Background: an optimization exercise with open tools, aiming at small area, a short achievable clock period and few clock cycles. Do not read the settings as production practice. At most, simulation tests tie the RTL to the original design; equivalence was not proved. Power and IR drop assume default switching activity.

==> flow/design.v (excerpt) <==
module conversion(
	ready,postfix,
	clk,reset,load,infix
);
Size in the first run: about 690 cells after synthesis, about 150 flip-flops, about 20 I/O pins, ~7500 um2 of cells after synthesis.
==> module conversion, before the edit <==
module conversion(
	ready,postfix,
	clk,reset,load,infix
);
input clk, reset, load;
input [7:0] infix;
output ready;
output [7:0] postfix;
localparam QN = 29;           
reg       iv, c_dig, c_opn, c_cls, c_hi, c_lo;
reg [3:0] nib;
wire [3:0] in_n = infix[3:0];
always @(posedge clk) begin
	iv    <= load & ~reset;
	c_dig <= load & ~reset & infix[4];
	c_opn <= load & ~reset & ~infix[4] & ~in_n[2] & ~in_n[1] & ~in_n[0];
	c_cls <= load & ~reset & ~infix[4] & ~in_n[2] & ~in_n[1] &  in_n[0];
	c_hi  <= load & ~reset & ~infix[4] &  in_n[1] & ~(in_n[0] ^ in_n[2]);
	c_lo  <= load & ~reset & ~infix[4] &  (in_n[2] ^ in_n[1]) & in_n[0];
	nib   <= in_n;
end
reg        lv, lo, hv, ho;
reg [4:0]  wp;                
reg [2:0]  sp;                
reg        snd, rdy, hd;
reg [3:0]  h;
reg [3:0]  q [1:QN+1];
wire [3:0] hi_n = {1'b1, ho, 1'b1, ho};
wire [3:0] lo_n = {1'b1, lo, ~lo, 1'b1};
wire       pa   = c_cls | c_lo;                      
wire       n1   = c_dig | (hv & (c_hi | pa)) | (lv & pa);
wire       n2   = pa & hv & lv;
wire [3:0] wd0  = c_dig ? nib : (hv ? hi_n : lo_n);
wire [3:0] wd1  = lo_n;
wire [3:0] curv = {lv, lo, hv, ho};
wire [3:0] bus_e = c_opn ? curv : (wp[0] ? wd1 : wd0);
wire [3:0] bus_o = c_opn ? curv : (wp[0] ? wd0 : wd1);
wire [3:0] top  = q[5'd30 - {2'b00, sp}];
wire       more = (wp > 5'd1);
always @(*) q[QN+1] = bus_o;
genvar i;
generate for (i = 1; i <= QN; i = i + 1) begin : g_q
	wire we = (n1 & (wp == i)) | (n2 & (wp == i - 1)) |
	          (c_opn & ({2'b00, sp} == QN - i));
	always @(posedge clk)
		if (snd)      q[i] <= q[i+1];
		else if (we)  q[i] <= (i % 2 == 0) ? bus_e : bus_o;
end endgenerate
always @(posedge clk) begin
	if (reset) begin
		wp  <= 5'd0;
		sp  <= 3'd0;
		lv  <= 1'b0;
		hv  <= 1'b0;
		snd <= 1'b0;
		rdy <= 1'b0;
	end
	else if (snd) begin
		if (more) begin
			h  <= q[1];
			hd <= ~(q[1][3] & (q[1][2] | q[1][1]));
			wp <= wp - 5'd1;
		end
		else if (hv) begin
			h  <= hi_n;
			hd <= 1'b0;
			hv <= 1'b0;
		end
		else if (lv) begin
			h  <= lo_n;
			hd <= 1'b0;
			lv <= 1'b0;
		end
		else begin
			snd <= 1'b0;
			rdy <= 1'b0;
			wp  <= 5'd0;
		end
	end
	else begin
		if (c_dig && wp == 5'd0) begin
			h  <= nib;
			hd <= 1'b1;
		end
		wp <= wp + {3'b000, n2, n1 & ~n2};
		if (c_opn) begin
			sp <= sp + 3'd1;
			lv <= 1'b0;
			hv <= 1'b0;
		end
		else if (c_cls) begin
			sp <= sp - 3'd1;
			{lv, lo, hv, ho} <= top;
		end
		else if (c_hi) begin
			hv <= 1'b1;
			ho <= nib[2];
		end
		else if (c_lo) begin
			lv <= 1'b1;
			lo <= nib[2];
			hv <= 1'b0;
		end
		if (iv && !load) begin
			snd <= 1'b1;
			rdy <= 1'b1;
		end
	end
end
assign ready   = rdy;
assign postfix = {3'b001, hd, h};
endmodule
clock: 4.5 ns
lec_check: 0
cap_margin: 20
core_margin: 2
core_utilization: 40
slew_margin: 20
run.sh (not shown) runs the stock make flow with config.mk's settings and CLKGATE_MAP_FILE= SYNTH_SCRIPT=/design/flow/synth_recipe.tcl, a recipe that flattens the netlist after the stock synthesis.
Testbench counts at the start, summed over its fixed seeds: cycles 5,210.
Change:
--- a/flow/design.v
+++ b/flow/design.v
@@ -35,15 +35,26 @@
 wire [3:0] wd1  = lo_n;
 wire [3:0] curv = {lv, lo, hv, ho};
 wire [3:0] bus_e = c_opn ? curv : (wp[0] ? wd1 : wd0);
 wire [3:0] bus_o = c_opn ? curv : (wp[0] ? wd0 : wd1);
-wire [3:0] top  = q[5'd30 - {2'b00, sp}];
+reg  [3:0] top;
+always @(*)
+	case (sp)
+	3'd1: top = q[29];
+	3'd2: top = q[28];
+	3'd3: top = q[27];
+	3'd4: top = q[26];
+	3'd5: top = q[25];
+	default: top = q[24];
+	endcase
+wire [31:0] dw = 32'd1 << wp;       
+wire [7:0]  ds = 8'd1 << sp;        
 wire       more = (wp > 5'd1);
 always @(*) q[QN+1] = bus_o;
 genvar i;
 generate for (i = 1; i <= QN; i = i + 1) begin : g_q
-	wire we = (n1 & (wp == i)) | (n2 & (wp == i - 1)) |
-	          (c_opn & ({2'b00, sp} == QN - i));
+	wire we = (n1 & dw[i]) | (n2 & dw[i-1]) |
+	          ((QN - i < 8) ? (c_opn & ds[(QN - i) % 8]) : 1'b0);
 	always @(posedge clk)
 		if (snd)      q[i] <= q[i+1];
 		else if (we)  q[i] <= (i % 2 == 0) ? bus_e : bus_o;
 end endgenerate
Outcome:
- wire length goes down by 15%
- die area is lower by 5.6%
- maximum frequency rose by 1.1%
- final area shrinks by 4.1%
- synthesized cell count falls by 7.7%
- non-clock buffer count climbs by 1
- flip-flop and latch count is unchanged
- total power went up by 0.72%
- cell count shrinks by about 5.6%
- area after synthesis fell by 5.8%
- count of clock-buffer cells in the layout climbs by 1
- combinational power fell by about 6%
For the second run of this note, only the layout was checked, not whether the RTL still works.

-- what the ideal ports hide --
The flow's constraints put no driver on any port. The routed layouts listed below were extracted and timed again, unchanged, in two steps.
Step 1 sets driving cells, clkbuf_16 on the clock port and buf_2 on the other inputs (assumed; they add their load-dependent delay and slew).
Step 2 adds t to the input delays and takes it off the output delays; t is the mean of the earliest and latest rising clock arrival at the registers after step 1. Input paths then give back, and output paths get back, about the clock's delay inside the block.
Slacks: no drivers / after step 1 / after step 2; pairs: no drivers / after step 1.
| run | shift t [ns] | slack for setup (ns) | latest minus earliest clock arrival (ns) |
|---|---|---|---|
| the first run | 0.469 | 1.590 / 1.590 / 1.569 | 0.010 / 0.010 |
| the second run | 0.465 | 1.622 / 1.622 / 1.292 | 0.008 / 0.008 |
After both steps every run listed still meets setup and hold. The setup slack of the second run, which loses most, moves by 0.000 ns with the drivers and by -0.330 ns with both steps.
